From an optimization exercise on the open Yosys and OpenROAD flow, aimed at small area, a short achievable clock period and few clock cycles per item; shortcuts taken in it are not production practice. No run shown here included a check of the RTL's function; only the layout flow was run. Power and IR drop assume default switching activity.

**design/flow/run.sh**
```bash
#!/bin/bash
# synth_recipe.tcl (not shown) runs the flow's synth.tcl, then flattens the netlist and writes it again
# the make line also repeats each setting of config.mk as NAME=value (left out here)
make -C /OpenROAD-flow-scripts/flow DESIGN_CONFIG=/design/flow/config.mk WORK_HOME=/design/flow/orfs CLKGATE_MAP_FILE= SYNTH_SCRIPT=/design/flow/synth_recipe.tcl finish
```
**design/flow/constraint.sdc**
```tcl
create_clock -name core_clock -period 5.0 [get_ports {clk}]
set_input_delay 1.0000 -clock core_clock [delete_from_list [all_inputs] [get_ports {clk}]]
set_output_delay 1.0000 -clock core_clock [all_outputs]
set_load 0.01 [all_outputs]
```
**design/flow/design.v**
```verilog
module mult8(clk, nRST, c_ALL, m_busy, a_data, b_data, mult_out, m_finish);
input clk;
input nRST;
input c_ALL;
input m_busy;
input [7:0] a_data;
input [7:0] b_data;
output m_finish;
reg m_finish;
output [15:0] mult_out;
reg [15:0] mult_out;
wire pp_0_0;
wire pp_0_1;
wire pp_0_2;
wire pp_0_3;
wire pp_0_4;
wire pp_0_5;
wire pp_0_6;
wire pp_0_7;
wire pp_1_0;
wire pp_1_1;
wire pp_1_2;
wire pp_1_3;
wire pp_1_4;
wire pp_1_5;
wire pp_1_6;
wire pp_1_7;
wire pp_2_0;
wire pp_2_1;
wire pp_2_2;
wire pp_2_3;
wire pp_2_4;
wire pp_2_5;
wire pp_2_6;
wire pp_2_7;
wire pp_3_0;
wire pp_3_1;
wire pp_3_2;
wire pp_3_3;
wire pp_3_4;
wire pp_3_5;
wire pp_3_6;
wire pp_3_7;
wire pp_4_0;
wire pp_4_1;
wire pp_4_2;
wire pp_4_3;
wire pp_4_4;
wire pp_4_5;
wire pp_4_6;
wire pp_4_7;
wire pp_5_0;
wire pp_5_1;
wire pp_5_2;
wire pp_5_3;
wire pp_5_4;
wire pp_5_5;
wire pp_5_6;
wire pp_5_7;
wire pp_6_0;
wire pp_6_1;
wire pp_6_2;
wire pp_6_3;
wire pp_6_4;
wire pp_6_5;
wire pp_6_6;
wire pp_6_7;
wire pp_7_0;
wire pp_7_1;
wire pp_7_2;
wire pp_7_3;
wire pp_7_4;
wire pp_7_5;
wire pp_7_6;
wire pp_7_7;
wire s1;
wire c2;
wire s3;
wire c4;
wire s5;
wire c6;
wire s7;
wire c8;
wire s9;
wire c10;
wire s11;
wire c12;
wire s13;
wire c14;
wire s15;
wire c16;
wire s17;
wire c18;
wire s19;
wire c20;
wire s21;
wire c22;
wire s23;
wire c24;
wire s25;
wire c26;
wire s27;
wire c28;
wire s29;
wire c30;
wire s31;
wire c32;
wire s33;
wire c34;
wire s35;
wire c36;
wire s37;
wire c38;
wire s39;
wire c40;
wire s41;
wire c42;
wire s43;
wire c44;
wire s45;
wire c46;
wire s47;
wire c48;
wire s49;
wire c50;
wire s51;
wire c52;
wire s53;
wire c54;
wire s55;
wire c56;
wire s57;
wire c58;
wire s59;
wire c60;
wire s61;
wire c62;
wire s63;
wire c64;
wire s65;
wire c66;
wire s67;
wire c68;
wire s69;
wire c70;
wire s71;
wire c72;
wire s73;
wire c74;
wire s75;
wire c76;
wire s77;
wire c78;
wire s79;
wire c80;
wire s81;
wire c82;
wire s83;
wire c84;
wire [15:0] row_a, row_b, prod;
assign pp_0_0 = a_data[0] & b_data[0];
assign pp_0_1 = a_data[0] & b_data[1];
assign pp_0_2 = a_data[0] & b_data[2];
assign pp_0_3 = a_data[0] & b_data[3];
assign pp_0_4 = a_data[0] & b_data[4];
assign pp_0_5 = a_data[0] & b_data[5];
assign pp_0_6 = a_data[0] & b_data[6];
assign pp_0_7 = ~(a_data[0] & b_data[7]);
assign pp_1_0 = a_data[1] & b_data[0];
assign pp_1_1 = a_data[1] & b_data[1];
assign pp_1_2 = a_data[1] & b_data[2];
assign pp_1_3 = a_data[1] & b_data[3];
assign pp_1_4 = a_data[1] & b_data[4];
assign pp_1_5 = a_data[1] & b_data[5];
assign pp_1_6 = a_data[1] & b_data[6];
assign pp_1_7 = ~(a_data[1] & b_data[7]);
assign pp_2_0 = a_data[2] & b_data[0];
assign pp_2_1 = a_data[2] & b_data[1];
assign pp_2_2 = a_data[2] & b_data[2];
assign pp_2_3 = a_data[2] & b_data[3];
assign pp_2_4 = a_data[2] & b_data[4];
assign pp_2_5 = a_data[2] & b_data[5];
assign pp_2_6 = a_data[2] & b_data[6];
assign pp_2_7 = ~(a_data[2] & b_data[7]);
assign pp_3_0 = a_data[3] & b_data[0];
assign pp_3_1 = a_data[3] & b_data[1];
assign pp_3_2 = a_data[3] & b_data[2];
assign pp_3_3 = a_data[3] & b_data[3];
assign pp_3_4 = a_data[3] & b_data[4];
assign pp_3_5 = a_data[3] & b_data[5];
assign pp_3_6 = a_data[3] & b_data[6];
assign pp_3_7 = ~(a_data[3] & b_data[7]);
assign pp_4_0 = a_data[4] & b_data[0];
assign pp_4_1 = a_data[4] & b_data[1];
assign pp_4_2 = a_data[4] & b_data[2];
assign pp_4_3 = a_data[4] & b_data[3];
assign pp_4_4 = a_data[4] & b_data[4];
assign pp_4_5 = a_data[4] & b_data[5];
assign pp_4_6 = a_data[4] & b_data[6];
assign pp_4_7 = ~(a_data[4] & b_data[7]);
assign pp_5_0 = a_data[5] & b_data[0];
assign pp_5_1 = a_data[5] & b_data[1];
assign pp_5_2 = a_data[5] & b_data[2];
assign pp_5_3 = a_data[5] & b_data[3];
assign pp_5_4 = a_data[5] & b_data[4];
assign pp_5_5 = a_data[5] & b_data[5];
assign pp_5_6 = a_data[5] & b_data[6];
assign pp_5_7 = ~(a_data[5] & b_data[7]);
assign pp_6_0 = a_data[6] & b_data[0];
assign pp_6_1 = a_data[6] & b_data[1];
assign pp_6_2 = a_data[6] & b_data[2];
assign pp_6_3 = a_data[6] & b_data[3];
assign pp_6_4 = a_data[6] & b_data[4];
assign pp_6_5 = a_data[6] & b_data[5];
assign pp_6_6 = a_data[6] & b_data[6];
assign pp_6_7 = ~(a_data[6] & b_data[7]);
assign pp_7_0 = ~(a_data[7] & b_data[0]);
assign pp_7_1 = ~(a_data[7] & b_data[1]);
assign pp_7_2 = ~(a_data[7] & b_data[2]);
assign pp_7_3 = ~(a_data[7] & b_data[3]);
assign pp_7_4 = ~(a_data[7] & b_data[4]);
assign pp_7_5 = ~(a_data[7] & b_data[5]);
assign pp_7_6 = ~(a_data[7] & b_data[6]);
assign pp_7_7 = a_data[7] & b_data[7];
assign s1 = pp_0_6 ^ pp_1_5;
assign c2 = pp_0_6 & pp_1_5;
assign s3 = pp_0_7 ^ pp_1_6 ^ pp_2_5;
assign c4 = (pp_0_7 & pp_1_6) | (pp_2_5 & (pp_0_7 ^ pp_1_6));
assign s5 = pp_3_4 ^ pp_4_3;
assign c6 = pp_3_4 & pp_4_3;
assign s7 = pp_1_7 ^ pp_2_6 ^ pp_3_5;
assign c8 = (pp_1_7 & pp_2_6) | (pp_3_5 & (pp_1_7 ^ pp_2_6));
assign s9 = pp_4_4 ^ pp_5_3 ^ pp_6_2;
assign c10 = (pp_4_4 & pp_5_3) | (pp_6_2 & (pp_4_4 ^ pp_5_3));
assign s11 = pp_2_7 ^ pp_3_6 ^ pp_4_5;
assign c12 = (pp_2_7 & pp_3_6) | (pp_4_5 & (pp_2_7 ^ pp_3_6));
assign s13 = pp_0_4 ^ pp_1_3;
assign c14 = pp_0_4 & pp_1_3;
assign s15 = pp_0_5 ^ pp_1_4 ^ pp_2_3;
assign c16 = (pp_0_5 & pp_1_4) | (pp_2_3 & (pp_0_5 ^ pp_1_4));
assign s17 = pp_3_2 ^ pp_4_1;
assign c18 = pp_3_2 & pp_4_1;
assign s19 = s1 ^ pp_2_4 ^ pp_3_3;
assign c20 = (s1 & pp_2_4) | (pp_3_3 & (s1 ^ pp_2_4));
assign s21 = pp_4_2 ^ pp_5_1 ^ pp_6_0;
assign c22 = (pp_4_2 & pp_5_1) | (pp_6_0 & (pp_4_2 ^ pp_5_1));
assign s23 = s3 ^ s5 ^ pp_5_2;
assign c24 = (s3 & s5) | (pp_5_2 & (s3 ^ s5));
assign s25 = pp_6_1 ^ pp_7_0 ^ c2;
assign c26 = (pp_6_1 & pp_7_0) | (c2 & (pp_6_1 ^ pp_7_0));
assign s27 = s7 ^ s9 ^ pp_7_1;
assign c28 = (s7 & s9) | (pp_7_1 & (s7 ^ s9));
assign s29 = 1'b1 ^ c4 ^ c6;
assign c30 = (1'b1 & c4) | (c6 & (1'b1 ^ c4));
assign s31 = s11 ^ pp_5_4 ^ pp_6_3;
assign c32 = (s11 & pp_5_4) | (pp_6_3 & (s11 ^ pp_5_4));
assign s33 = pp_7_2 ^ c8 ^ c10;
assign c34 = (pp_7_2 & c8) | (c10 & (pp_7_2 ^ c8));
assign s35 = pp_3_7 ^ pp_4_6 ^ pp_5_5;
assign c36 = (pp_3_7 & pp_4_6) | (pp_5_5 & (pp_3_7 ^ pp_4_6));
assign s37 = pp_6_4 ^ pp_7_3 ^ c12;
assign c38 = (pp_6_4 & pp_7_3) | (c12 & (pp_6_4 ^ pp_7_3));
assign s39 = pp_4_7 ^ pp_5_6 ^ pp_6_5;
assign c40 = (pp_4_7 & pp_5_6) | (pp_6_5 & (pp_4_7 ^ pp_5_6));
assign s41 = pp_0_3 ^ pp_1_2;
assign c42 = pp_0_3 & pp_1_2;
assign s43 = s13 ^ pp_2_2 ^ pp_3_1;
assign c44 = (s13 & pp_2_2) | (pp_3_1 & (s13 ^ pp_2_2));
assign s45 = s15 ^ s17 ^ pp_5_0;
assign c46 = (s15 & s17) | (pp_5_0 & (s15 ^ s17));
assign s47 = s19 ^ s21 ^ c16;
assign c48 = (s19 & s21) | (c16 & (s19 ^ s21));
assign s49 = s23 ^ s25 ^ c20;
assign c50 = (s23 & s25) | (c20 & (s23 ^ s25));
assign s51 = s27 ^ s29 ^ c24;
assign c52 = (s27 & s29) | (c24 & (s27 ^ s29));
assign s53 = s31 ^ s33 ^ c28;
assign c54 = (s31 & s33) | (c28 & (s31 ^ s33));
assign s55 = s35 ^ s37 ^ c32;
assign c56 = (s35 & s37) | (c32 & (s35 ^ s37));
assign s57 = s39 ^ pp_7_4 ^ c36;
assign c58 = (s39 & pp_7_4) | (c36 & (s39 ^ pp_7_4));
assign s59 = pp_5_7 ^ pp_6_6 ^ pp_7_5;
assign c60 = (pp_5_7 & pp_6_6) | (pp_7_5 & (pp_5_7 ^ pp_6_6));
assign s61 = pp_0_2 ^ pp_1_1;
assign c62 = pp_0_2 & pp_1_1;
assign s63 = s41 ^ pp_2_1 ^ pp_3_0;
assign c64 = (s41 & pp_2_1) | (pp_3_0 & (s41 ^ pp_2_1));
assign s65 = s43 ^ pp_4_0 ^ c42;
assign c66 = (s43 & pp_4_0) | (c42 & (s43 ^ pp_4_0));
assign s67 = s45 ^ c14 ^ c44;
assign c68 = (s45 & c14) | (c44 & (s45 ^ c14));
assign s69 = s47 ^ c18 ^ c46;
assign c70 = (s47 & c18) | (c46 & (s47 ^ c18));
assign s71 = s49 ^ c22 ^ c48;
assign c72 = (s49 & c22) | (c48 & (s49 ^ c22));
assign s73 = s51 ^ c26 ^ c50;
assign c74 = (s51 & c26) | (c50 & (s51 ^ c26));
assign s75 = s53 ^ c30 ^ c52;
assign c76 = (s53 & c30) | (c52 & (s53 ^ c30));
assign s77 = s55 ^ c34 ^ c54;
assign c78 = (s55 & c34) | (c54 & (s55 ^ c34));
assign s79 = s57 ^ c38 ^ c56;
assign c80 = (s57 & c38) | (c56 & (s57 ^ c38));
assign s81 = s59 ^ c40 ^ c58;
assign c82 = (s59 & c40) | (c58 & (s59 ^ c40));
assign s83 = pp_6_7 ^ pp_7_6 ^ c60;
assign c84 = (pp_6_7 & pp_7_6) | (c60 & (pp_6_7 ^ pp_7_6));
assign row_a = {1'b1, pp_7_7, s83, s81, s79, s77, s75, s73, s71, s69, s67, s65, s63, s61, pp_0_1, pp_0_0};
assign row_b = {1'b0, c84, c82, c80, c78, c76, c74, c72, c70, c68, c66, c64, c62, pp_2_0, pp_1_0, 1'b0};
assign prod[0:0] = row_a[0:0];
assign prod[15:1] = row_a[15:1] + row_b[15:1];
always @(posedge clk or negedge nRST)
begin
    if(nRST == 1'b0)
        m_finish <= 1'b0;
    else if(c_ALL == 1'b1)
        m_finish <= 1'b0;
    else if(m_busy == 1'b0)
        m_finish <= 1'b1;
end
always @(posedge clk)
begin
    if(m_busy == 1'b0)
        mult_out <= prod;
end
endmodule
```
**design/flow/config.mk**
```make
export PLATFORM = sky130hd
export DESIGN_NAME = mult8
export DESIGN_NICKNAME = mult8
export VERILOG_FILES = /design/flow/design.v
export SDC_FILE = /design/flow/constraint.sdc
export NUM_CORES = 4
export LEC_CHECK = 0
export CAP_MARGIN = 20
export CORE_MARGIN = 2
export CORE_UTILIZATION = 40
export PLACE_DENSITY = 0.6
export SLEW_MARGIN = 20
```
==> results.cfg, run 1 <==
[run_status]
outcome = no timing/DRC/antenna violations

[placement]
hpwl_microns = 4510
io_buffers = 36
place_area_sq_um = 3250
gp_congestion = 0.831

[clock_network]
cts_hold_buf = 0
h-tree-depth = 1
cts.root.buffer_cell = clkbuf_8
cts_sinks = 17
clk-insertion-delay-late_ps = 250
cts-root-to-sink-buffers = 2
cts_tree = yes
cts_made_buffers = 3
clk_pin_slew_ps = 70

[setup_path]
rrSetupSlack_ps = 4410
slowest_stage = fa_1
cp-startpoint = a_data[6]
crit_required_ps = 5080
end_kind = register
r2r-end = m_finish
slowest_delay_ps = 500
cp_max_fo = 3
reg2regPathDepth = 2
cp.arrival_ps = 4910
worst-setup-path-type = input pin to register
crit_path_end = mult_out[15]
worstPathCellList = clkdlybuf4s50_1, and2_4, fa_1, fa_1, inv_1, fa_1, fa_1, inv_1, ha_4, a211oi_2, nor2_1, a311o_1, buf_4, a221oi_2
start_kind = input pin
cp_common_cell = fa_1
timing.rr.start = m_finish

[pwr]
p_leak_nw = 1.60
clockPowerShare_pct = 6.9
p_seq_share_pct = 17.4
p_sw_uw = 610
pwr-share-comb_pct = 75.7
switching_share_pct = 40.8
power.density_nw_per_um2 = 448
ir_worst_vdd_uv = 270
p_int_uw = 884

[route]
firstDrtPassIters = 5
vias = 2046
wire_per_inst_microns = 12.5
via_per_inst = 4.91
ant_nets = 0
drc_errors = 0
wl_microns = 5210
drt-initial-drc-count = 59

[timing]
drv_slew = 0
hold_viol_final = 0
timing.slew.headroom_pct = 59.9
post-route-period-util_pct = 96.6
worst_pin_slew_ps = 601
skew_ps = 0
setup_violations = 0
fmax_ghz = 0.207
fin_tns_setup_ps = 0
period_needed_ps = 4830

[final_layout]
multiInputGateArea_sq_um = 1820
final_area_sq_um = 3340
drive_above_1_share_pct = 17.0
num_antenna_cells = 0
layout_commonest_cell = inv_1
fillers = 589
nets = 420
layout.cells.most_common_list = inv_1, and2_1, buf_4
register_area_sq_um = 505
syn_to_final_growth_pct = 33.5

[floorplanning]
die_h_microns = 83.0
io_pins = 37
core_area_sq_um = 5990
row_count = 28
die_w_microns = 83.0
start_util_pct = 41.7
dieArea_sq_um = 6890

[logic_synthesis]
async_flop_share_pct = 5.88
synth_adder_area_share_pct = 39.4
synth_fp_nets = 339
synth_warnings = 1
ys_types = 34
synthSimpleGateAreaFrac_pct = 18.8
synth_top_family_by_area = adder cells
synth_ff_type = edfxtp_1
synth_cells = 262
avgSynthCellArea_sq_um = 9.54
yosys.area_share.xor_xnor_pct = 2.10
synth_compound_area_share_pct = 11.1
netlist_area_sq_um = 2500
synth_edf_count = 16
yosysSeqAreaShare_pct = 20.2
ys_ff_latch = 17
synth.area.mux_share_pct = 0

[global_route]
antenna_found_initial = 0
grtUsageTotal_pct = 16.4
first_global_vias = 2126
overflow = 0
grt_pass1_wl_microns = 9530
grt_max_degree = 17

[run]
maxCapViolCount = 0

[worst_hold_path]
holdCritPathClass = register to register
-- power by group through the flow --
| stage | clock network, mW | logic [mW] | registers, mW |
|---|---|---|---|
| final | 0.103 | 1.13 | 0.260 |
| after floorplan | 0 | 0.612 | 0.294 |
| after detailed placement | 0 | 1.07 | 0.265 |
| after CTS | 0.107 | 1.11 | 0.262 |
| after global placement | 0 | 1.06 | 0.264 |
| after global routing | 0.111 | 1.28 | 0.267 |
-- critical path: cells and delay by family --
kind                     cells  cell delay [ps]
adder cells (fa/ha/maj)      5             2160
AO/OA/AOI/OAI                3              810
AND/OR/NAND/NOR              2              220
buffers and inverters        4              710
-- through the flow --
stage | hold WS [ps] | cells | util (%) | power (mW) | setup slack, ps
after CTS | 522 | 417 | 55.2 | 1.48 | 40.6
after global routing | 548 | 417 | 55.7 | 1.66 | -3.05
after detailed placement | 510 | 412 | 54.2 | 1.34 | -487
after global placement | 502 | 412 | 54.2 | 1.32 | -371
final | 516 | 417 | 55.7 | 1.49 | 170
after floorplan | 542 | 262 | - | 0.905 | 108
-- Yosys cell counts (all sizes together) (3+ instances only) --
cell    count  area share (%)
inv        55             8.3
and2       45              11
fa         36              29
nand2      26             3.9
ha         21              11
edfxtp     16              19
a21oi      12             2.7
nor3        6             1.2
nor2        5            0.75
o21ai       4            0.80
a211oi      3            0.90
xnor2       3             1.1
xor2        3             1.1
-- routing by layer --
layer  share of wire, %  global-route usage [%]  vias up  wire (microns)
li1                   -                       -     1013               -
met1                 46                    22.6      982            2420
met2                 50                    28.7       49            2610
met3                2.9                   0.696        2             151
met4               0.65                    3.58        0              34
met5                  0                       0        -               0
-- cell families (layout without fill, tap and decap cells) --
| logic type | Yosys count | in the layout |
|---|---|---|
| simple gates | 88 | 88 |
| fa+ha+maj | 57 | 57 |
| buf+inv | 56 | 136 |
| compound gates | 38 | 38 |
| flops | 17 | 17 |
| xor+xnor | 6 | 6 |
-- flip-flops by register name (all words and copies together) (netlist names) --
signal	flops
mult_out	16
m_finish	1
-- how the worst min path moves through the flow --
stage                     startpoint  endpoint  depth (start not counted)
after global placement      m_finish  m_finish                          2
after floorplan             m_finish  m_finish                          2
after global routing        m_finish  m_finish                          2
after detailed placement    m_finish  m_finish                          2
final                       m_finish  m_finish                          2
after CTS                   m_finish  m_finish                          2
-- what timing repair did --
| action | CTS | global route |
|---|---|---|
| endpoints found under the hold margin | 0 | 0 |
| setup endpoints to repair | 6 | 5 |
| resized for setup | 12 | 12 |
| pin swaps | 4 | 10 |
| buffers inserted | 1 | 0 |
-- area by class of cell --
| cell class | count | share of cell area, % |
|---|---|---|
| clock inverters | 1 | 0.150 |
| well taps | 75 | 2.81 |
| inverters | 55 | 6.19 |
| multi-input cells | 189 | 54.5 |
| flip-flops and latches | 17 | 15.2 |
| clock buffers | 3 | 1.24 |
| repair buffers | 77 | 19.9 |
==> inputs of run 2 (changes only) <==
--- a/design/flow/config.mk
+++ b/design/flow/config.mk
@@ -8,5 +8,6 @@
 export CAP_MARGIN = 20
 export CORE_MARGIN = 2
 export CORE_UTILIZATION = 40
+export GPL_TIMING_DRIVEN = 0
 export PLACE_DENSITY = 0.6
 export SLEW_MARGIN = 20
==> run 2 against run 1 <==
Effect of this change: still clean; sequential share of layout area grew 1.7 points; die area is the same; cell count shrank 9.4%; sequential power is essentially flat; non-clock buffer count shrank 39; power shrank 12%; register-to-register slack is essentially flat; first-iteration DRC count grew 44%; setup slack lost 5.0 ps; critical endpoint is now mult_out[13]; largest cell class unchanged.
==> results.cfg, run 2 <==
[timing]
drv_slew = 0
fin_tns_setup_ps = 0
skew_ps = 0
rsz0062_at_grt = false
post-route-period-util_pct = 96.7
setup_violations = 0
timing.slew.headroom_pct = 58.1
period_needed_ps = 4830
fmax_ghz = 0.207
hold_viol_final = 0
worst_pin_slew_ps = 629

[floorplanning]
core_area_sq_um = 5990
die_h_microns = 83.0
row_count = 28
die_w_microns = 83.0
io_pins = 37
start_util_pct = 41.7
dieArea_sq_um = 6890

[final_layout]
reg.largest.list = mult_out: 16 flops, m_finish: 1 flops
layout_commonest_cell = inv_1
num_antenna_cells = 0
largest_reg_flops = 16
top_register = mult_out
syn_to_final_growth_pct = 20.1
nets = 381
fillers = 571
drive_above_1_share_pct = 9.24
layout.cells.most_common_list = inv_1, and2_1, fa_1

[setup_path]
slowest_stage = fa_1
crit_required_ps = 4990
worst-setup-path-type = input pin to register
start_kind = input pin
cp_max_fo = 8
cp.arrival_ps = 4820
worstPathCellList = clkdlybuf4s15_2, and2_1, fa_1, fa_1, inv_1, fa_1, fa_1, inv_1, ha_2, o21ai_1, nor2_1, a311o_1, buf_4, nand4_1, nand4b_1
cp_common_cell = fa_1
slowest_delay_ps = 550
end_kind = register

[logic_synthesis]
synth_top_cell_by_area = fa_1
avgSynthCellArea_sq_um = 9.54
synth.most_common_cell = inv_1
ys_top_cells_by_area = fa_1, edfxtp_1, and2_1
async_flop_share_pct = 5.88
ys_ff_latch = 17
netlist_area_sq_um = 2500
synth_cells = 262
synth_fp_nets = 339
synth.top_cell.area_share_pct = 28.8
synth_warnings = 1
synth_ff_type = edfxtp_1
synth_edf_count = 16
ys_types = 34
yosysSeqAreaShare_pct = 20.2
synthTopCellsByCount = inv_1, and2_1, fa_1

[route]
drt-initial-drc-count = 85
firstDrtPassIters = 4
via_per_inst = 5.05
ant_nets = 0
vias = 1909
wire_per_inst_microns = 12.6
drc_errors = 0
wl_microns = 4770

[clock_network]
cts_tree = yes
clk_pin_slew_ps = 70
cts_hold_buf = 0
h-tree-depth = 1
clk-insertion-delay-late_ps = 250
cts_sinks = 17
cts-root-to-sink-buffers = 2
cts.root.buffer_cell = clkbuf_8
cts_made_buffers = 3

[pwr]
power.total_mw = 1.31
p_seq_share_pct = 19.8
ir_worst_vdd_uv = 262
p_sw_uw = 566
p_leak_nw = 1.38
pwr-share-comb_pct = 72.2
p_int_uw = 747
switching_share_pct = 43.1
power.density_nw_per_um2 = 438
clockPowerShare_pct = 8.0

[placement]
io_buffers = 36
gp_congestion = 0.780
hpwl_microns = 3940

[global_route]
antenna_found_initial = 0
overflow = 0
first_global_vias = 1894
grt_max_degree = 17
grtUsageTotal_pct = 14.7
grt_pass1_wl_microns = 8610

[worst_hold_path]
holdCritPathClass = register to register

[run]
maxCapViolCount = 0

[run_status]
outcome = no timing/DRC/antenna violations
-- run 2: cell counts after synthesis --
Identical to the previous run, type by type.
-- run 2: what timing repair did --
action,CTS,global route
pin swaps,1,6
hold endpoints to repair,0,0
setup endpoints to repair,6,5
gates cloned,0,0
buffers inserted,1,0
resized for setup,29,27
-- run 2: final cells by class --
class	instances	area, sq um	area share, %
plain buffers	1	3.75	0.125
flip-flops and latches	17	505	16.8
well taps	75	93.8	3.13
clock inverters	1	5.00	0.167
multi-input cells	189	1820	60.6
clock buffers	3	41.3	1.38
repair buffers	37	327	10.9
inverters	55	206	6.88
-- run 2: worst paths after layout --
path | start | end | slack, ps | cells after the start
max | a_data[4] | mult_out[13] | 170 | 15
min in group asynchronous | nRST | m_finish | 880 | 1
min reg2reg | m_finish | m_finish | 510 | 2
max in group asynchronous | nRST | m_finish | 4020 | 1
min | m_finish | m_finish | 510 | 2
max reg2reg | m_finish | m_finish | 4420 | 2
-- run 2: cells by family (layout without fill, tap and decap cells) --
family	after synthesis	in the layout	synth area share, %
flip-flops	17	17	20.2
AND/OR/NAND/NOR	88	88	18.8
adder cells (fa/ha/maj)	57	57	39.4
AO/OA/AOI/OAI	38	38	11.1
XOR/XNOR	6	6	2.10
buffers and inverters	56	97	8.41
-- run 2: per-stage QoR --
stage | util [%] | hold slack (ps) | cell area, sq um | cells | worst slack, ps
5_1_grt | 50.1 | 541 | 3000 | 378 | 13.3
4_1_cts | 50.5 | 515 | 3030 | 378 | 7.96
2_1_floorplan | - | 542 | 2500 | 262 | 108
3_3_place_gp | 49.3 | 502 | 2950 | 373 | -739
3_5_place_dp | 49.3 | 504 | 2950 | 373 | -752
6_report | 50.1 | 509 | 3000 | 378 | 165
-- run 2: routing by layer --
layer | global-route usage (%) | routed length, microns | vias up
li1 | - | - | 931
met1 | 20.5 | 2280 | 927
met2 | 25.3 | 2280 | 46
met3 | 0.795 | 151 | 5
met4 | 3.58 | 53 | 0
met5 | 0 | 0 | -
-- run 2: worst max-delay path, delay by kind of cell --
kind / cells / cell delay (ps)
AOI/OAI and AO/OA: 2 / 520
adders and majority gates: 5 / 2360
and+or+nand+nor: 4 / 420
buffers and inverters: 4 / 510
-- run 2: power by group through the flow --
stage | Combinational (mW) | Clock (mW) | Sequential, mW
final | 0.949 | 0.104 | 0.260
after global placement | 0.885 | 0 | 0.262
after detailed placement | 0.887 | 0 | 0.264
after global routing | 1.09 | 0.113 | 0.266
after floorplan | 0.612 | 0 | 0.294
after CTS | 0.923 | 0.108 | 0.261
==> inputs of run 3 (changes only) <==
--- a/design/flow/config.mk
+++ b/design/flow/config.mk
@@ -10,4 +10,5 @@
 export CORE_UTILIZATION = 40
 export GPL_TIMING_DRIVEN = 0
 export PLACE_DENSITY = 0.6
+export SETUP_SLACK_MARGIN = 1.5
 export SLEW_MARGIN = 20
==> run 3 against run 2 <==
Effect of this change: clock skew stayed put; still clean; power rose by 29%; setup slack improved by 370 ps; critical endpoint unchanged; sequential power about the same; clock-buffer cell count stayed put; register-to-register slack is essentially flat; clock power hardly changed.
==> results.cfg, run 3 <==
[route]
wl_microns = 5390
vias = 1973
drc_errors = 0
via_per_inst = 5.11
wire_per_inst_microns = 14.0
firstDrtPassIters = 4
drt-initial-drc-count = 28
ant_nets = 0

[final_layout]
final_util_pct = 57.0
final_area_sq_um = 3410
layout_commonest_cell = inv_1
reg.largest.list = mult_out: 16 flops, m_finish: 1 flops
layout.cells.most_common_list = inv_1, and2_1, fa_1
top_register = mult_out
nets = 389
final_cells = 386
fillers = 537
syn_to_final_growth_pct = 36.6
drive_above_1_share_pct = 26.4
largest_reg_flops = 16
num_antenna_cells = 0

[logic_synthesis]
synth_warnings = 1
synth_fp_nets = 339
synth.most_common_cell = inv_1
yosysSeqAreaShare_pct = 20.2
synth.top_cell.area_share_pct = 28.8
ys_types = 34
synth_compound_area_share_pct = 11.1
synth_top_family_by_area = adder cells
synthSimpleGateAreaFrac_pct = 18.8
synth_cells = 262
synth_edf_count = 16
ys_ff_latch = 17
netlist_area_sq_um = 2500
synth_adder_area_share_pct = 39.4
synth_top_cell_by_area = fa_1
yosys.area_share.xor_xnor_pct = 2.10
ys_top_cells_by_area = fa_1, edfxtp_1, and2_1
synth.area.mux_share_pct = 0
avgSynthCellArea_sq_um = 9.54
synthTopCellsByCount = inv_1, and2_1, fa_1
synth_ff_type = edfxtp_1
async_flop_share_pct = 5.88

[setup_path]
cp.arrival_ps = 4580
end_kind = register
rrSetupSlack_ps = 4420
start_kind = input pin
reg2regPathDepth = 2
r2r-end = m_finish
cp_max_fo = 4
timing.rr.start = m_finish
crit_required_ps = 5110
worst-setup-path-type = input pin to register

[pwr]
ir_worst_vdd_uv = 316
pwr-share-comb_pct = 78.3
p_leak_nw = 1.50
power.total_mw = 1.69
switching_share_pct = 43.0
clockPowerShare_pct = 6.1
power.density_nw_per_um2 = 495
p_seq_share_pct = 15.5
p_sw_uw = 726
p_int_uw = 963

[global_route]
antenna_found_initial = 0
overflow = 0
first_global_vias = 2138
grt_max_degree = 17
grtUsageTotal_pct = 17.3
grt_pass1_wl_microns = 9790

[floorplanning]
start_util_pct = 41.7
row_count = 28
dieArea_sq_um = 6890
core_area_sq_um = 5990
io_pins = 37
die_w_microns = 83.0
die_h_microns = 83.0

[timing]
rsz0062_at_grt = true
setup_ws_ps = 531
skew_ps = 0
timing.slew.headroom_pct = 59.6
setup_violations = 0
post-route-period-util_pct = 89.4
fin_tns_setup_ps = 0
hold_viol_final = 0
fin_hold_ws_ps = 509
worst_pin_slew_ps = 606
period_needed_ps = 4470
drv_slew = 0
fmax_ghz = 0.224

[worst_hold_path]
holdPathEnd = m_finish
whs_path_depth = 2
holdCritPathClass = register to register
hp-start = m_finish

[run]
maxCapViolCount = 0

[placement]
dp.cells = 373
pre_cts_slack_ps = -370
io_buffers = 36
gp_congestion = 0.857
hpwl_microns = 4340
place_area_sq_um = 3090

[clock_network]
cts_made_buffers = 3
h-tree-depth = 1
cts-root-to-sink-buffers = 2
cts_sinks = 17
cts.root.buffer_cell = clkbuf_8
cts_hold_buf = 0
cts_tree = yes
clk_pin_slew_ps = 70
clk-insertion-delay-late_ps = 260

[run_status]
outcome = no timing/DRC/antenna violations
[run 3: cells by family after synthesis]
group,after synthesis
AO/OA/AOI/OAI,38
XOR/XNOR,6
adder cells (fa/ha/maj),57
buffers and inverters,56
flip-flops,17
AND/OR/NAND/NOR,88
[run 3: worst max path at each step]
stage | from | to | slack [ps] | depth (start not counted)
floorplan | b_data[4] | mult_out[13] | 540 | 13
CTS | a_data[4] | mult_out[13] | 470 | 14
finish | a_data[4] | mult_out[13] | 530 | 14
detailed placement | b_data[7] | mult_out[13] | -370 | 14
global placement | b_data[7] | mult_out[13] | -340 | 14
global route | b_data[4] | mult_out[13] | 370 | 14
[run 3: area by class of cell]
class	instances	area (sq um)	area share [%]
multi-input cells	189	2070	60.7
flip-flops and latches	17	505	14.8
repair buffers	45	483	14.2
inverters	55	209	6.12
well taps	75	93.8	2.75
clock buffers	3	41.3	1.21
clock inverters	1	5.00	0.147
plain buffers	1	5.00	0.147
[run 3: power by group through the flow]
| stage | clock, mW | sequential, mW | combinational (mW) |
|---|---|---|---|
| floorplan | 0 | 0.294 | 0.761 |
| global placement | 0 | 0.264 | 1.06 |
| detailed placement | 0 | 0.268 | 1.07 |
| CTS | 0.105 | 0.265 | 1.16 |
| global route | 0.112 | 0.270 | 1.48 |
| finish | 0.104 | 0.262 | 1.32 |
[run 3: metal layers]
| metal | global-route usage (%) | routed length (microns) | up-vias |
|---|---|---|---|
| met1 | 20.8 | 2290 | 972 |
| met3 | 2.19 | 145 | 8 |
| met4 | 4.32 | 70 | 0 |
| met2 | 32.3 | 2890 | 44 |
| li1 | - | - | 949 |
| met5 | 0 | 0 | - |
[run 3: timing repair]
action	CTS	global route
pin swaps	12	17
resized for setup	113	28
endpoints found under the setup margin	12	10
setup buffers	4	5
[run 3: critical path, cell delays in order]
cell	delay, ps
buf_12	100
and2_4	150
fa_1	500
fa_1	520
inv_1	50
fa_2	520
fa_1	410
inv_2	80
ha_4	200
a211oi_2	180
nor2_1	60
a311o_1	340
a2111oi_4	290
nand4b_1	170
==> inputs of run 4 (changes only) <==
--- a/design/flow/config.mk
+++ b/design/flow/config.mk
@@ -10,5 +10,5 @@
 export CORE_UTILIZATION = 40
 export GPL_TIMING_DRIVEN = 0
 export PLACE_DENSITY = 0.6
-export SETUP_SLACK_MARGIN = 1.5
+export SETUP_SLACK_MARGIN = 2.5
 export SLEW_MARGIN = 20
==> run 4 against run 3 <==
Effect of this change: first-iteration DRC count is 89% higher; sequential cell count stayed put; register-to-register slack hardly changed; area after synthesis stayed put; largest power group unchanged.
==> results.cfg, run 4 <==
[floorplanning]
row_count = 28
io_pins = 37
die_w_microns = 83.0
start_util_pct = 41.7
dieArea_sq_um = 6890
die_h_microns = 83.0
core_area_sq_um = 5990

[pwr]
p_seq_share_pct = 15.6
pwr-share-comb_pct = 78.1
switching_share_pct = 41.3
clockPowerShare_pct = 6.3
power.density_nw_per_um2 = 484
p_int_uw = 977
p_sw_uw = 686
p_leak_nw = 1.52
ir_worst_vdd_uv = 400

[route]
vias = 1980
drt-initial-drc-count = 53
ant_nets = 0
wire_per_inst_microns = 13.4
via_per_inst = 5.05
firstDrtPassIters = 5
wl_microns = 5270
drc_errors = 0

[final_layout]
nets = 395
layout_commonest_cell = inv_1
final_area_sq_um = 3440
multiInputGateArea_sq_um = 2060
fillers = 539
syn_to_final_growth_pct = 37.6
drive_above_1_share_pct = 28.4
register_area_sq_um = 505
layout.cells.most_common_list = inv_1, fa_1, and2_1
largest_reg_flops = 16
top_register = mult_out
final_cells = 392
num_antenna_cells = 0
reg.largest.list = mult_out: 16 flops, m_finish: 1 flops

[logic_synthesis]
ys_types = 34
ys_ff_latch = 17
synth_edf_count = 16
synth_top_cell_by_area = fa_1
synth_warnings = 1
synth.top_cell.area_share_pct = 28.8
synthTopCellsByCount = inv_1, and2_1, fa_1
avgSynthCellArea_sq_um = 9.54
synth.most_common_cell = inv_1
synth_cells = 262
yosysSeqAreaShare_pct = 20.2
async_flop_share_pct = 5.88
synth_fp_nets = 339
ys_top_cells_by_area = fa_1, edfxtp_1, and2_1
synth_ff_type = edfxtp_1
netlist_area_sq_um = 2500

[clock_network]
h-tree-depth = 1
clk-insertion-delay-late_ps = 260
cts_tree = yes
cts_made_buffers = 3
cts_sinks = 17
clk_pin_slew_ps = 70
cts.root.buffer_cell = clkbuf_8
cts_hold_buf = 0
cts-root-to-sink-buffers = 2

[global_route]
overflow = 0
grtUsageTotal_pct = 17.0
grt_pass1_wl_microns = 9800
first_global_vias = 2149
antenna_found_initial = 0
grt_max_degree = 17

[timing]
setup_violations = 0
drv_slew = 0
fmax_ghz = 0.224
skew_ps = 0
rsz0062_at_grt = true
post-route-period-util_pct = 89.4
timing.slew.headroom_pct = 58.2
period_needed_ps = 4470
hold_viol_final = 0
worst_pin_slew_ps = 626

[setup_path]
worst-setup-path-type = input pin to register
cp_max_fo = 5
crit_required_ps = 5110
cp.arrival_ps = 4580
end_kind = register
start_kind = input pin

[run]
maxCapViolCount = 0

[placement]
gp_congestion = 0.801
hpwl_microns = 4170
place_area_sq_um = 3140
dp.cells = 373
io_buffers = 36

[worst_hold_path]
holdCritPathClass = register to register

[run_status]
outcome = no timing/DRC/antenna violations
-- run 4: cell count changes in the layout (fill, tap and decap cells not counted), moves of 2 or more --
cell	before	now
ha_4	7	11
and2_4	10	13
a21oi_1	6	9
buf_4	5	12
inv_1	48	46
and2_1	35	32
inv_2	6	8
ha_1	13	10
a21oi_4	3	1
-- run 4: cell families after synthesis --
logic type / count (synthesis) / share of synthesized area [%]
buf+inv: 56 / 8.41
simple gates: 88 / 18.8
xor+xnor: 6 / 2.10
fa+ha+maj: 57 / 39.4
flops: 17 / 20.2
compound gates: 38 / 11.1
-- run 4: worst paths after layout --
check | start | to | slack (ps) | depth (start not counted)
setup reg to reg | m_finish | m_finish | 4420 | 2
hold reg to reg | m_finish | m_finish | 510 | 2
setup / recovery | a_data[4] | mult_out[13] | 530 | 14
hold / removal | m_finish | m_finish | 510 | 2
max in group asynchronous | nRST | m_finish | 4030 | 1
min in group asynchronous | nRST | m_finish | 880 | 1
-- run 4: power groups by stage --
stage               combinational [mW]  sequential (mW)  clock, mW
floorplan                        0.773            0.294          0
global placement                  1.06            0.263          0
detailed placement                1.07            0.264          0
CTS                               1.22            0.260      0.108
global route                      1.44            0.266      0.115
finish                            1.30            0.260      0.105
-- run 4: worst max-delay path, stage by stage --
cell and delay (ps):
buf_12 100, and2_4 150, fa_1 490, fa_1 520, inv_1 50, fa_1 450
fa_1 510, inv_2 50, ha_4 220, a211oi_2 180, nor2_1 50, a311o_1 320
a2111oi_2 340, nand4b_1 150
-- run 4: metrics by stage --
step / TNS, ps / hold slack, ps / utilization, % / power [mW] / worst slack, ps
global route: 0 / 548 / 57.4 / 1.82 / 419
global placement: -903 / 502 / 52.3 / 1.32 / -293
CTS: 0 / 517 / 56.2 / 1.59 / 479
detailed placement: -970 / 505 / 52.3 / 1.33 / -303
finish: 0 / 510 / 57.4 / 1.66 / 532
floorplan: 0 / 542 / - / 1.07 / 536
-- run 4: final cells by class --
type,count,area share (%)
clock inverters,1,0.146
flip-flops and latches,17,14.7
repair buffers,51,15.0
inverters,55,6.08
clock buffers,3,1.20
plain buffers,1,0.146
multi-input cells,189,60.0
well taps,75,2.73
-- run 4: metal layers --
metal	GRT usage, %	wire length [microns]	share of wire (%)
met5	0	0	0
met4	2.09	40	0.76
met3	2.58	113	2.1
met2	32.0	2950	56
met1	21.1	2160	41
-- run 4: timing repair --
item | in CTS | in global routing
cloned | 0 | 0
setup endpoints to repair | 14 | 13
pin swaps | 20 | 12
gates resized for setup | 123 | 10
setup buffers | 10 | 5
==> inputs of run 5 (changes only) <==
==> design/flow/flow/run.sh (new file) <==
#!/bin/bash
# Own layout flow: the standard flow (standard.sh), with its synthesis
# script swapped for flow/synth.tcl, which sources the standard script
# synth_recipe.tcl but skips full-adder extraction and maps with flow/map.abc.
set -euo pipefail
work=$(pwd)
export MY_WORK_DIR=$work
export MY_FLOW_DIR=$work/flow
sed -e "s#SYNTH_SCRIPT=[^ ]*#SYNTH_SCRIPT=$work/flow/synth.tcl ADDER_MAP_FILE=#" standard.sh > own_standard.sh
bash own_standard.sh > own_flow.log 2>&1
==> design/flow/flow/map.abc (new file) <==
strash
dch
map -D 2000
topo
stime -c
buffer -c
upsize -c -D 2000
dnsize -c -D 2000
stime -c
==> design/flow/flow/synth.tcl (new file) <==
# Standard synthesis (synth_recipe.tcl, sourced unchanged) with two changes made
# from outside it: no full-adder extraction (ADDER_MAP_FILE is left empty on
# make's command line) and ABC mapped with a delay-driven script.
set my_abc_script $::env(MY_FLOW_DIR)/map.abc

proc abc {args} {
  set out {}
  set skip 0
  foreach a $args {
    if {$skip} { set skip 0; continue }
    if {$a eq "-script" || $a eq "-D"} { set skip 1; continue }
    lappend out $a
  }
  puts "abc override: -script $::my_abc_script"
  yosys abc -script $::my_abc_script {*}$out
}
source $::env(MY_WORK_DIR)/synth_recipe.tcl
==> design/flow/standard.sh (new file) <==
#!/bin/bash
# synth_recipe.tcl (not shown) runs the flow's synth.tcl, then flattens the netlist and writes it again
# the make line also repeats each setting of config.mk as NAME=value (left out here)
make -C /OpenROAD-flow-scripts/flow DESIGN_CONFIG=/design/flow/config.mk WORK_HOME=/design/flow/orfs CLKGATE_MAP_FILE= SYNTH_SCRIPT=/design/flow/synth_recipe.tcl "${@:-finish}"
--- a/design/flow/config.mk
+++ b/design/flow/config.mk
@@ -10,5 +10,4 @@
 export CORE_UTILIZATION = 40
 export GPL_TIMING_DRIVEN = 0
 export PLACE_DENSITY = 0.6
-export SETUP_SLACK_MARGIN = 2.5
 export SLEW_MARGIN = 20
removed: design/flow/run.sh
==> run 5 against run 4 <==
Effect of this change: global-route usage rose by 1.8 points; power fell by 39%; cell count up 46%; largest power group unchanged; still clean on timing, DRC and antenna; highest routed layer unchanged; largest cell class unchanged; die area up 14%; critical path type unchanged.
==> results.cfg, run 5 <==
[run_status]
outcome = no timing/DRC/antenna violations

[route]
via_per_inst = 5.10
drt-initial-drc-count = 92
wire_per_inst_microns = 11.9
firstDrtPassIters = 4
vias = 2925
wl_microns = 6820
ant_nets = 0
drc_errors = 0

[clock_network]
h-tree-depth = 1
cts_sinks = 17
clk_pin_slew_ps = 70
post_cts_buffers = 0
ctsResizeCount = 0
cts-root-to-sink-buffers = 2
cts_made_buffers = 3
cts_hold_buf = 0
cts.root.buffer_cell = clkbuf_8
clk-insertion-delay-late_ps = 260
cts_tree = yes

[pwr]
power.density_nw_per_um2 = 307
power.total_mw = 1.02
ir_worst_vdd_uv = 89.1
p_leak_nw = 1.57

[floorplanning]
dieArea_sq_um = 7850
die_h_microns = 88.6
row_count = 30
die_w_microns = 88.6
io_pins = 37
start_util_pct = 41.7
core_area_sq_um = 6870

[setup_path]
cp_max_fo = 7
path_delay_family = simple AND/OR/NAND/NOR gates
end_kind = register
cp_common_cell = nand2_1
path_buf_inv = 2
crit_required_ps = 5000
start_kind = input pin
cp.arrival_ps = 4170
slowest_stage = clkdlybuf4s50_1
worst-setup-path-type = input pin to register
slowest_delay_ps = 710
worstPathCellList = clkdlybuf4s50_1, nand4_1, nand2_1, o21ai_0, nand2_1, xor2_1, xor2_1, o21ai_0, inv_1, o211ai_2, nand2_1, o211ai_1, nand2_1, o22ai_4, nand3_2, nand3_1, nand2_1

[logic_synthesis]
synth_fp_nets = 464
synth_cells = 444
ys_types = 51
synth.most_common_cell = nand2_1
yosysSeqAreaShare_pct = 17.7
netlist_area_sq_um = 2860
async_flop_share_pct = 5.88
synth_top_cell_by_area = edfxtp_1
synth.top_cell.area_share_pct = 16.8
ys_top_cells_by_area = edfxtp_1, nand2_1, nand3_1
synthTopCellsByCount = nand2_1, inv_1, nand3_1
synth_edf_count = 16
avgSynthCellArea_sq_um = 6.45
ys_ff_latch = 17
synth_ff_type = edfxtp_1
synth_warnings = 1

[timing]
setup_violations = 0
fin_tns_setup_ps = 0
setup_ws_ps = 832
skew_ps = 0
period_needed_ps = 4170
fmax_ghz = 0.240
hold_viol_final = 0
drv_slew = 0
rsz0062_at_grt = false
timing.slew.headroom_pct = 59.2
post-route-period-util_pct = 83.4
worst_pin_slew_ps = 612

[placement]
dp.cells = 569
pre_cts_slack_ps = 629
io_buffers = 29
hpwl_microns = 5800
gp_congestion = 0.895

[final_layout]
fillers = 726
final_util_pct = 48.3
final_cells = 573
reg.largest.list = mult_out: 16 flops, m_finish: 1 flops
top_register = mult_out
layout.cells.most_common_list = nand2_1, inv_1, nand3_1
largest_reg_flops = 16
drive_above_1_share_pct = 11.5
num_antenna_cells = 0
layout_commonest_cell = nand2_1
register_area_sq_um = 505
nets = 498
multiInputGateArea_sq_um = 2120
syn_to_final_growth_pct = 16.0

[global_route]
grtUsageTotal_pct = 18.8
first_global_vias = 2668
antenna_found_initial = 0
overflow = 0
grt_max_degree = 18
grt_pass1_wl_microns = 12000

[run]
maxCapViolCount = 0

[worst_hold_path]
holdCritPathClass = register to register
==> run 5: changes by cell type in the layout (fill, tap and decap cells not counted), moves of 10 or more <==
cell / previous run / this run
ha_1: 10 / 0
nor2_1: 5 / 33
ha_4: 11 / 0
and2_4: 13 / 0
nand3_2: 1 / 11
xor2_1: 3 / 19
nand3_1: 1 / 37
nand4_1: 1 / 19
and2_1: 32 / 0
nand2_1: 23 / 123
fa_1: 35 / 0
o21ai_0: 0 / 17
buf_6: 12 / 0
o21ai_1: 1 / 13
==> run 5: layer usage <==
metal | routed length, microns | share of wire, % | global-route usage (%) | vias up
li1 | - | - | - | 1591
met1 | 3550 | 52 | 27.1 | 1255
met2 | 2960 | 43 | 30.8 | 72
met3 | 235 | 3.4 | 1.21 | 7
met4 | 69 | 1.0 | 4.55 | 0
met5 | 0 | 0 | 0 | -
==> run 5: final timing paths <==
check	from	end	slack, ps	cells after the start
worst max-delay path	b_data[2]	mult_out[14]	830	17
worst min-delay path	m_finish	m_finish	510	2
worst max register to register	m_finish	m_finish	4370	2
worst min register to register	m_finish	m_finish	510	2
max in group asynchronous	nRST	m_finish	4030	1
min in group asynchronous	nRST	m_finish	880	1
==> run 5: cells by family after synthesis <==
logic type             count (synthesis)  share of synthesized area [%]
AO/OA/AOI/OAI                         87                           20.1
XOR/XNOR                              32                           11.3
buffers and inverters                 57                           8.44
flip-flops                            17                           17.7
AND/OR/NAND/NOR                      251                           42.5
==> run 5: worst reg2reg max path, stage by stage, from the launching register on <==
cell and delay, ps:
dfrtp_1 380, nor2_1 100, nor2_1 50
==> run 5: area by class of cell <==
| type | instances | share of cell area, % |
|---|---|---|
| flip-flops and latches | 17 | 15.2 |
| well taps | 96 | 3.62 |
| repair buffers | 29 | 8.74 |
| plain buffers | 10 | 1.96 |
| inverters | 47 | 5.31 |
| clock inverters | 1 | 0.151 |
| multi-input cells | 370 | 63.7 |
| clock buffers | 3 | 1.24 |
==> run 5: metrics by stage <==
stage                     hold slack [ps]  cell area (sq um)
after global routing                  549               3320
after CTS                             517               3320
after detailed placement              500               3270
after global placement                482               3270
after floorplan                       535               2860
final                                 508               3320
==> run 5: where the power goes <==
| part | leakage, nW | switching [mW] | internal [mW] | total [mW] |
|---|---|---|---|---|
| clock network | 0.0255 | 0.0475 | 0.0553 | 0.103 |
| logic | 1.38 | 0.393 | 0.290 | 0.683 |
| registers | 0.169 | 0.00981 | 0.223 | 0.232 |
==> inputs of run 6 (changes only) <==
--- a/design/flow/config.mk
+++ b/design/flow/config.mk
@@ -10,4 +10,5 @@
 export CORE_UTILIZATION = 40
 export GPL_TIMING_DRIVEN = 0
 export PLACE_DENSITY = 0.6
+export SETUP_SLACK_MARGIN = 1.5
 export SLEW_MARGIN = 20
==> run 6 against run 5 <==
Effect of this change: cell count rose by 5.1%; largest power group unchanged; still clean; clock-buffer cell count did not move; first-iteration DRC count rose by 46%; sequential power barely moved; maximum frequency rose by 16%; sequential cell count did not move; critical path depth rose by 2; critical path type unchanged; clock power barely moved; via count rose by 8.9%; power rose by 16%; sequential share of layout area fell by 2.5 points.
==> results.cfg, run 6 <==
[route]
wl_microns = 7800
drc_errors = 0
wire_per_inst_microns = 13.0
drt-initial-drc-count = 134
via_per_inst = 5.29
vias = 3184
ant_nets = 0
firstDrtPassIters = 6

[timing]
post-route-period-util_pct = 72.1
fin_hold_ws_ps = 508
rsz0062_at_grt = true
fmax_ghz = 0.278
timing.slew.headroom_pct = 59.3
worst_pin_slew_ps = 609
drv_slew = 0
skew_ps = 0
period_needed_ps = 3600
hold_viol_final = 0
setup_violations = 0
setup_ws_ps = 1400
fin_tns_setup_ps = 0

[clock_network]
cts.root.buffer_cell = clkbuf_8
clk_pin_slew_ps = 70
cts_made_buffers = 3
cts_tree = yes
clk-insertion-delay-late_ps = 260
cts-root-to-sink-buffers = 2
cts_hold_buf = 0
h-tree-depth = 1
cts_sinks = 17

[final_layout]
syn_to_final_growth_pct = 38.7
largest_reg_flops = 16
top_register = mult_out
drive_above_1_share_pct = 31.4
layout.cells.most_common_list = nand2_1, buf_4, inv_1
layout_commonest_cell = nand2_1
num_antenna_cells = 0
reg.largest.list = mult_out: 16 flops, m_finish: 1 flops
nets = 527

[pwr]
pwr-share-comb_pct = 71.7
p_seq_share_pct = 19.6
switching_share_pct = 45.0
clockPowerShare_pct = 8.7
power.density_nw_per_um2 = 298
p_sw_uw = 533
p_leak_nw = 1.80
p_int_uw = 651
ir_worst_vdd_uv = 124

[setup_path]
start_kind = input pin
reg2regPathDepth = 2
worst-setup-path-type = input pin to register
crit_required_ps = 4990
cp_max_fo = 7
rrSetupSlack_ps = 4370
timing.rr.start = m_finish
cp.arrival_ps = 3600
end_kind = register
r2r-end = m_finish

[global_route]
grtUsageTotal_pct = 19.6
overflow = 0
grt_pass1_wl_microns = 12500
first_global_vias = 2836
antenna_found_initial = 0
grt_max_degree = 18

[run_status]
outcome = no timing/DRC/antenna violations

[floorplanning]
core_area_sq_um = 6870
io_pins = 37
start_util_pct = 41.7
dieArea_sq_um = 7850
die_w_microns = 88.6
row_count = 30
die_h_microns = 88.6

[logic_synthesis]
synth_fp_nets = 464
avgSynthCellArea_sq_um = 6.45
ys_top_cells_by_area = edfxtp_1, nand2_1, nand3_1
synth_cells = 444
yosysSeqAreaShare_pct = 17.7
synthTopCellsByCount = nand2_1, inv_1, nand3_1
ys_ff_latch = 17
ys_types = 51
synth_warnings = 1
synth_ff_type = edfxtp_1
synth_edf_count = 16
synth_top_cell_by_area = edfxtp_1
synth.most_common_cell = nand2_1
netlist_area_sq_um = 2860
async_flop_share_pct = 5.88
synth.top_cell.area_share_pct = 16.8

[worst_hold_path]
hp-start = m_finish
holdCritPathClass = register to register
holdPathEnd = m_finish
whs_path_depth = 2

[placement]
hpwl_microns = 5800
gp_congestion = 0.895
pre_cts_slack_ps = 629
io_buffers = 29

[run]
maxCapViolCount = 0
-- run 6: cell families (layout without fill, tap and decap cells) --
group | Yosys count | in the layout | synth area share (%)
and+or+nand+nor | 251 | 251 | 42.5
AOI/OAI and AO/OA | 87 | 87 | 20.1
buffers and inverters | 57 | 119 | 8.44
xor gates and xnor gates | 32 | 32 | 11.3
DFF | 17 | 17 | 17.7
-- run 6: repair_timing --
item	CTS	global route
resized for setup	80	75
setup buffers	16	13
pin swaps	21	32
setup endpoints to repair	11	8
-- run 6: final cells by class --
type | count | area, sq um
Clock buffer | 3 | 41.3
Tap cell | 96 | 120
Clock inverter | 1 | 5.00
Timing Repair Buffer | 58 | 504
Multi-Input combinational cell | 370 | 2500
Inverter | 47 | 195
Buffer | 10 | 95.1
Sequential cell | 17 | 505
Fill cell | 655 | 2900
-- run 6: worst max-delay path: stages --
cell      delay, ps
buf_8           100
buf_8           130
nand2_4          60
nand3_4          70
nand2_4          90
xor2_2          160
nand3b_1        230
a21oi_2          90
or3b_4          420
nand2_2          80
nand2_1          50
nand3b_1        170
nand3_2         170
nand2_2         140
nand3_4          80
o21ai_1         220
a31oi_2         140
nand3_2         100
a31oi_1          80
-- run 6: how the worst max path moves through the flow --
stage | from | end | slack [ps] | cells after the start
5_1_grt | b_data[6] | mult_out[15] | 1200 | 20
2_1_floorplan | a_data[0] | mult_out[14] | 1540 | 18
4_1_cts | b_data[3] | mult_out[14] | 1500 | 20
6_report | b_data[6] | mult_out[15] | 1400 | 19
3_3_place_gp | b_data[2] | mult_out[14] | 540 | 17
3_5_place_dp | b_data[2] | mult_out[14] | 630 | 17
-- run 6: stage by stage --
step	cell area, sq um	power (mW)	std cells	utilization [%]
6_report	3970	1.18	602	57.8
5_1_grt	3970	1.29	602	57.8
4_1_cts	3590	1.09	589	52.3
3_5_place_dp	3270	0.919	569	47.7
3_3_place_gp	3270	0.911	569	47.7
2_1_floorplan	2860	0.740	444	-
-- run 6: per-layer routing --
layer / up-vias / GRT usage (%) / share of wire, % / wire length [microns]
li1: 1652 / - / - / -
met1: 1407 / 27.2 / 45 / 3550
met2: 106 / 31.9 / 48 / 3740
met3: 19 / 1.49 / 4.6 / 356
met4: 0 / 7.30 / 2.0 / 159
met5: - / 0 / 0 / 0
-- run 6: power by group through the flow --
stage / registers (mW) / clock network (mW) / logic, mW
floorplan: 0.262 / 0 / 0.478
global placement: 0.235 / 0 / 0.675
detailed placement: 0.236 / 0 / 0.683
CTS: 0.233 / 0.106 / 0.751
global route: 0.238 / 0.110 / 0.941
finish: 0.232 / 0.103 / 0.848
==> inputs of run 7 (changes only) <==
--- a/design/flow/config.mk
+++ b/design/flow/config.mk
@@ -10,5 +10,5 @@
 export CORE_UTILIZATION = 40
 export GPL_TIMING_DRIVEN = 0
 export PLACE_DENSITY = 0.6
-export SETUP_SLACK_MARGIN = 1.5
+export SETUP_SLACK_MARGIN = 2.0
 export SLEW_MARGIN = 20
==> run 7 against run 6 <==
Effect of this change: hold slack got worse by 0.77 ps; first-iteration DRC count decreased by 13%; clock-buffer cell count unchanged; maximum frequency decreased by 0.75%; register-to-register slack about the same; setup slack got worse by 27 ps; area after synthesis unchanged; combinational power increased by 13%; critical endpoint unchanged.
==> results.cfg, run 7 <==
[route]
ant_nets = 0
wl_met3_microns = 253
routed.top_layer = met4
via_per_inst = 5.34
wl_microns = 8320
met1_length_microns = 3730
met2_length_microns = 4130
drt-initial-drc-count = 116
wire_per_inst_microns = 13.4
vias = 3308
firstDrtPassIters = 4
drc_errors = 0

[placement]
io_buffers = 29
pre_cts_slack_ps = 583
hpwl_microns = 5930
place_area_sq_um = 3410
gp_congestion = 0.872

[clock_network]
cts-root-to-sink-buffers = 2
clk-insertion-delay-late_ps = 260
clk_pin_slew_ps = 70
cts_made_buffers = 3
cts_tree = yes
h-tree-depth = 1
cts_hold_buf = 0
cts_sinks = 17
cts.root.buffer_cell = clkbuf_8

[logic_synthesis]
ys_top_cells_by_area = edfxtp_1, nand2_1, nand3_1
yosysSeqAreaShare_pct = 17.7
synth_top_cell_by_area = edfxtp_1
ys_types = 51
synth_fp_nets = 464
avgSynthCellArea_sq_um = 6.45
synth_edf_count = 16
synth.top_cell.area_share_pct = 16.8
async_flop_share_pct = 5.88
synth_ff_type = edfxtp_1
synthTopCellsByCount = nand2_1, inv_1, nand3_1
synth_cells = 444
netlist_area_sq_um = 2860
synth_warnings = 1
ys_ff_latch = 17
synth.most_common_cell = nand2_1

[setup_path]
worst-setup-path-type = input pin to register
slowest_stage = o31ai_4
slowest_delay_ps = 270
cp.arrival_ps = 3630
cp_max_fo = 7
worstPathCellList = buf_6, buf_8, nand2_1, nand3_2, nand4_1, nand4_1, nand2_2, o31ai_4, o21bai_4, nand2_2, nand3_2, nand2_2, or2_4, nand3_2, nand2_2, inv_2, nand2_1, nor2_2, nand3b_1, nand3_2, a31oi_1
end_kind = register
start_kind = input pin
crit_required_ps = 5000

[timing]
rsz0062_at_grt = true
drv_slew = 0
post-route-period-util_pct = 72.6
fin_tns_setup_ps = 0
hold_viol_final = 0
setup_ws_ps = 1370
skew_ps = 0
period_needed_ps = 3630
setup_violations = 0
worst_pin_slew_ps = 620
fmax_ghz = 0.275
timing.slew.headroom_pct = 58.6

[global_route]
grt_max_degree = 18
grt_pass1_wl_microns = 12700
overflow = 0
first_global_vias = 2823
grtUsageTotal_pct = 20.0
antenna_found_initial = 0

[worst_hold_path]
holdCritPathClass = register to register

[final_layout]
final_util_pct = 62.5
syn_to_final_growth_pct = 50.0
top_register = mult_out
layout.cells.most_common_list = nand2_1, buf_4, nand2_2
fillers = 596
nets = 545
num_antenna_cells = 0
multiInputGateArea_sq_um = 2640
final_area_sq_um = 4290
reg.largest.list = mult_out: 16 flops, m_finish: 1 flops
register_area_sq_um = 505
largest_reg_flops = 16
drive_above_1_share_pct = 39.3
layout_commonest_cell = nand2_1

[floorplanning]
io_pins = 37
die_w_microns = 88.6
row_count = 30
core_area_sq_um = 6870
start_util_pct = 41.7
die_h_microns = 88.6
dieArea_sq_um = 7850

[pwr]
ir_worst_vdd_uv = 115
p_leak_nw = 1.91
power.total_mw = 1.30
power.density_nw_per_um2 = 302

[run]
maxCapViolCount = 0

[run_status]
outcome = no timing/DRC/antenna violations
-- run 7: changes by cell type in the layout (fill, tap and decap cells not counted), moves of 3 or more --
cell      delta
nand2_1     -16
nand2_2     +15
buf_4       +13
buf_6        +6
nor2_1       -5
o21ai_1      -4
a21oi_1      -3
clkbuf_4     -3
inv_4        +3
nor2_2       +3
o21ai_2      +3
-- run 7: logic make-up (layout without fill, tap and decap cells) --
family | Yosys count | after routing | synth area share (%)
and+or+nand+nor | 251 | 251 | 42.5
buffers and inverters | 57 | 137 | 8.44
DFF | 17 | 17 | 17.7
AOI/OAI and AO/OA | 87 | 87 | 20.1
xor gates and xnor gates | 32 | 32 | 11.3
-- run 7: metal layers --
metal / vias up / GRT usage (%)
met2: 76 / 32.5
met5: - / 0
met1: 1523 / 27.7
li1: 1690 / -
met4: 0 / 7.30
met3: 19 / 1.59
-- run 7: path summary, 6_finish.rpt --
path | startpoint | slack, ps | end | cells after the start
setup / recovery | b_data[6] | 1370 | mult_out[15] | 21
hold / removal | m_finish | 510 | m_finish | 2
setup reg to reg | m_finish | 4360 | m_finish | 2
hold reg to reg | m_finish | 510 | m_finish | 2
max in group asynchronous | nRST | 4030 | m_finish | 1
min in group asynchronous | nRST | 880 | m_finish | 1
-- run 7: worst max-delay path: cells and delay by family --
kind,cells,cell delay [ps]
buffers and inverters,3,280
AOI/OAI and AO/OA,3,540
and+or+nand+nor,15,1800
-- run 7: layout make-up --
cell class | instances | share of cell area, %
Sequential cell | 17 | 11.8
Buffer | 10 | 2.94
Inverter | 47 | 4.69
Clock inverter | 1 | 0.117
Multi-Input combinational cell | 370 | 61.6
Clock buffer | 3 | 0.962
Tap cell | 96 | 2.80
Timing Repair Buffer | 76 | 15.2
-- run 7: power by group --
part,leakage [nW],switching (mW),internal (mW)
sequential,0.169,0.0104,0.223
clock,0.0255,0.0483,0.0553
combinational,1.72,0.525,0.434
total,1.91,0.584,0.712
-- run 7: stage by stage --
stage               hold slack [ps]  instances
finish                          507        620
global placement                480        569
global route                    537        620
detailed placement              504        569
CTS                             520        591
floorplan                       535        444
-- run 7: repair_timing --
action	4_1_cts	5_1_grt
setup endpoints to repair	12	11
pin swaps	36	64
endpoints found under the hold margin	0	0
gates resized for setup	93	74
cloned	0	0
setup buffers	18	29
==> inputs of run 8 (changes only) <==
--- a/design/flow/flow/run.sh
+++ b/design/flow/flow/run.sh
@@ -6,5 +6,5 @@
 work=$(pwd)
 export MY_WORK_DIR=$work
 export MY_FLOW_DIR=$work/flow
-sed -e "s#SYNTH_SCRIPT=[^ ]*#SYNTH_SCRIPT=$work/flow/synth.tcl ADDER_MAP_FILE=#" standard.sh > own_standard.sh
+sed -e "s#SYNTH_SCRIPT=[^ ]*#SYNTH_SCRIPT=$work/flow/synth.tcl ADDER_MAP_FILE= BUFFER_PORTS_ARGS=\"-buffer_cell sky130_fd_sc_hd__buf_2\"#" standard.sh > own_standard.sh
 bash own_standard.sh > own_flow.log 2>&1
--- a/design/flow/config.mk
+++ b/design/flow/config.mk
@@ -10,5 +10,4 @@
 export CORE_UTILIZATION = 40
 export GPL_TIMING_DRIVEN = 0
 export PLACE_DENSITY = 0.6
-export SETUP_SLACK_MARGIN = 2.0
 export SLEW_MARGIN = 20
==> run 8 against run 7 <==
Effect of this change: still clean on timing, DRC and antenna; non-clock buffer count fell by 47; global-route usage fell by 2.3 points; first-iteration DRC count rose by 27%; combinational power fell by 34%; sequential share of layout area rose by 4.2 points; largest cell class unchanged; largest power group unchanged; highest routed layer unchanged.
==> results.cfg, run 8 <==
[timing]
drv_slew = 0
fin_tns_setup_ps = 0
worst_pin_slew_ps = 608
timing.slew.headroom_pct = 59.4
post-route-period-util_pct = 73.9
setup_violations = 0
fmax_ghz = 0.271
rsz0062_at_grt = false
fin_hold_ws_ps = 509
period_needed_ps = 3700
hold_viol_final = 0
skew_ps = 0

[final_layout]
layout_commonest_cell = nand2_1
fillers = 731
drive_above_1_share_pct = 17.6
layout.cells.most_common_list = nand2_1, inv_1, nand3_1
syn_to_final_growth_pct = 10.9
reg.largest.list = mult_out: 16 flops, m_finish: 1 flops
num_antenna_cells = 0
register_area_sq_um = 505
final_util_pct = 46.2
nets = 498
final_area_sq_um = 3170
multiInputGateArea_sq_um = 2120
largest_reg_flops = 16
top_register = mult_out

[clock_network]
post_cts_buffers = 0
cts.root.buffer_cell = clkbuf_8
cts_hold_buf = 0
cts_sinks = 17
cts_tree = yes
h-tree-depth = 1
cts-root-to-sink-buffers = 2
clk-insertion-delay-late_ps = 250
ctsResizeCount = 0
cts_made_buffers = 3
clk_pin_slew_ps = 70

[floorplanning]
core_area_sq_um = 6870
io_pins = 37
dieArea_sq_um = 7850
row_count = 30
die_w_microns = 88.6
start_util_pct = 41.7
die_h_microns = 88.6

[logic_synthesis]
netlist_area_sq_um = 2860
synth.most_common_cell = nand2_1
ys_ff_latch = 17
synth_ff_type = edfxtp_1
synth_cells = 444
synth_warnings = 1
synthTopCellsByCount = nand2_1, inv_1, nand3_1
avgSynthCellArea_sq_um = 6.45
ys_top_cells_by_area = edfxtp_1, nand2_1, nand3_1
synth.top_cell.area_share_pct = 16.8
synth_edf_count = 16
yosysSeqAreaShare_pct = 17.7
synth_fp_nets = 464
async_flop_share_pct = 5.88
synth_top_cell_by_area = edfxtp_1
ys_types = 51

[route]
wl_microns = 6600
wire_per_inst_microns = 11.5
drt-initial-drc-count = 147
vias = 2882
wl_met3_microns = 200
drc_errors = 0
routed.top_layer = met4
via_per_inst = 5.03
firstDrtPassIters = 4
met2_length_microns = 2810
met1_length_microns = 3510
ant_nets = 0

[pwr]
ir_worst_vdd_uv = 78.7
p_int_uw = 521
switching_share_pct = 46.1
p_leak_nw = 1.57
clockPowerShare_pct = 10.6
power.density_nw_per_um2 = 304
p_seq_share_pct = 23.9
p_sw_uw = 446
pwr-share-comb_pct = 65.5

[placement]
io_buffers = 29
place_area_sq_um = 3130
hpwl_microns = 5720
gp_congestion = 0.902

[setup_path]
slowest_stage = o31ai_1
worstPathCellList = buf_2, buf_4, nand2_1, nand3_2, nand4_1, nand4_1, nand2_1, o31ai_1, nand2_1, nand3_1, nand2_1, or2_1, nand3_1, nand2_1, inv_1, nand2_1, nor2_1, nand3b_1, nand3_1, a31oi_1
cp.arrival_ps = 3690
reg2regPathDepth = 2
worst-setup-path-type = input pin to register
rrSetupSlack_ps = 4360
slowest_delay_ps = 310
cp_max_fo = 10
cp_common_cell = nand2_1
timing.rr.start = m_finish
end_kind = register
path_buf_inv = 3
r2r-end = m_finish
crit_required_ps = 4990
path_delay_family = simple AND/OR/NAND/NOR gates
start_kind = input pin

[run_status]
outcome = no timing/DRC/antenna violations

[worst_hold_path]
holdCritPathClass = input pin to async pin

[global_route]
grt_pass1_wl_microns = 11200
first_global_vias = 2511
antenna_found_initial = 0
overflow = 0
grt_max_degree = 18
grtUsageTotal_pct = 17.6

[run]
maxCapViolCount = 0
-- run 8: cell count changes in the layout (fill, tap and decap cells not counted), moves of 11 or more --
cell             previous run  this run
nand3_1                    21        37
buf_4                      46         6
clkdlybuf4s50_1            20         0
buf_2                       3        33
nand2_1                    87       123
nor2_1                     22        33
nand2_2                    34         3
-- run 8: cells by family (layout without fill, tap and decap cells) --
| family | count (synthesis) | in the layout | synth area share (%) |
|---|---|---|---|
| flip-flops | 17 | 17 | 17.7 |
| buffers and inverters | 57 | 90 | 8.44 |
| XOR/XNOR | 32 | 32 | 11.3 |
| AND/OR/NAND/NOR | 251 | 251 | 42.5 |
| AO/OA/AOI/OAI | 87 | 87 | 20.1 |
-- run 8: power groups by stage --
| stage | clock, mW | combinational (mW) | sequential (mW) |
|---|---|---|---|
| final | 0.103 | 0.633 | 0.231 |
| after global routing | 0.110 | 0.730 | 0.237 |
| after CTS | 0.105 | 0.635 | 0.231 |
| after detailed placement | 0 | 0.634 | 0.234 |
| after global placement | 0 | 0.627 | 0.234 |
| after floorplan | 0 | 0.478 | 0.262 |
-- run 8: final cells by class --
type                       count  share of cell area (%)
multi-input combinational    370                    66.7
sequential                    17                    15.9
inverter                      47                    5.56
timing repair buffer          29                    4.57
tap                           96                    3.78
buffer                        10                    2.05
clock buffer                   3                    1.30
clock inverter                 1                   0.158
-- run 8: through the flow --
step	worst slack, ps	power [mW]	std cells
floorplan	1540	0.740	444
finish	1300	0.966	573
detailed placement	1050	0.868	569
CTS	1310	0.971	573
global placement	1090	0.861	569
global route	909	1.08	573
-- run 8: metal layers --
layer,vias to the layer above,global-route usage (%)
li1,1590,-
met1,1234,25.5
met2,52,28.9
met3,6,1.40
met4,0,3.44
met5,-,0
-- run 8: worst max path at each step --
stage / from / endpoint / slack, ps / cells after the start
detailed placement: b_data[7] / mult_out[15] / 1050 / 21
global placement: b_data[7] / mult_out[15] / 1090 / 21
global route: b_data[7] / mult_out[15] / 910 / 20
floorplan: a_data[0] / mult_out[14] / 1540 / 18
finish: b_data[7] / mult_out[15] / 1300 / 20
CTS: b_data[7] / mult_out[15] / 1310 / 21

## re-timing with driven ports
The flow's constraints put no driver on any port. The routed layouts listed below were extracted and timed again, unchanged, in two steps.
Step 1: set_driving_cell puts a clkbuf_16 on clk and a buf_2 on each other input, an assumption about the parent block.
Step 2 also shifts input and output timing later by t, the mid clock arrival at the registers, as if the neighbouring blocks saw the same clock.
a / b / c = ideal / step 1 / step 2; a / b = the first two.
run	shift t [ns]	slack for setup (ns)
run 1	0.275	0.170 / 0.169 / -0.106
run 2	0.277	0.165 / 0.167 / -0.110
run 3	0.278	0.531 / 0.507 / 0.229
run 4	0.280	0.532 / 0.509 / 0.229
run 5	0.279	0.832 / 0.838 / 0.559
run 6	0.278	1.397 / 1.386 / 1.107
run 7	0.280	1.370 / 1.358 / 1.078
run 8	0.272	1.303 / 1.309 / 1.037
Met with ideal ports but missed after step 2: setup timing in run 1 and run 2.
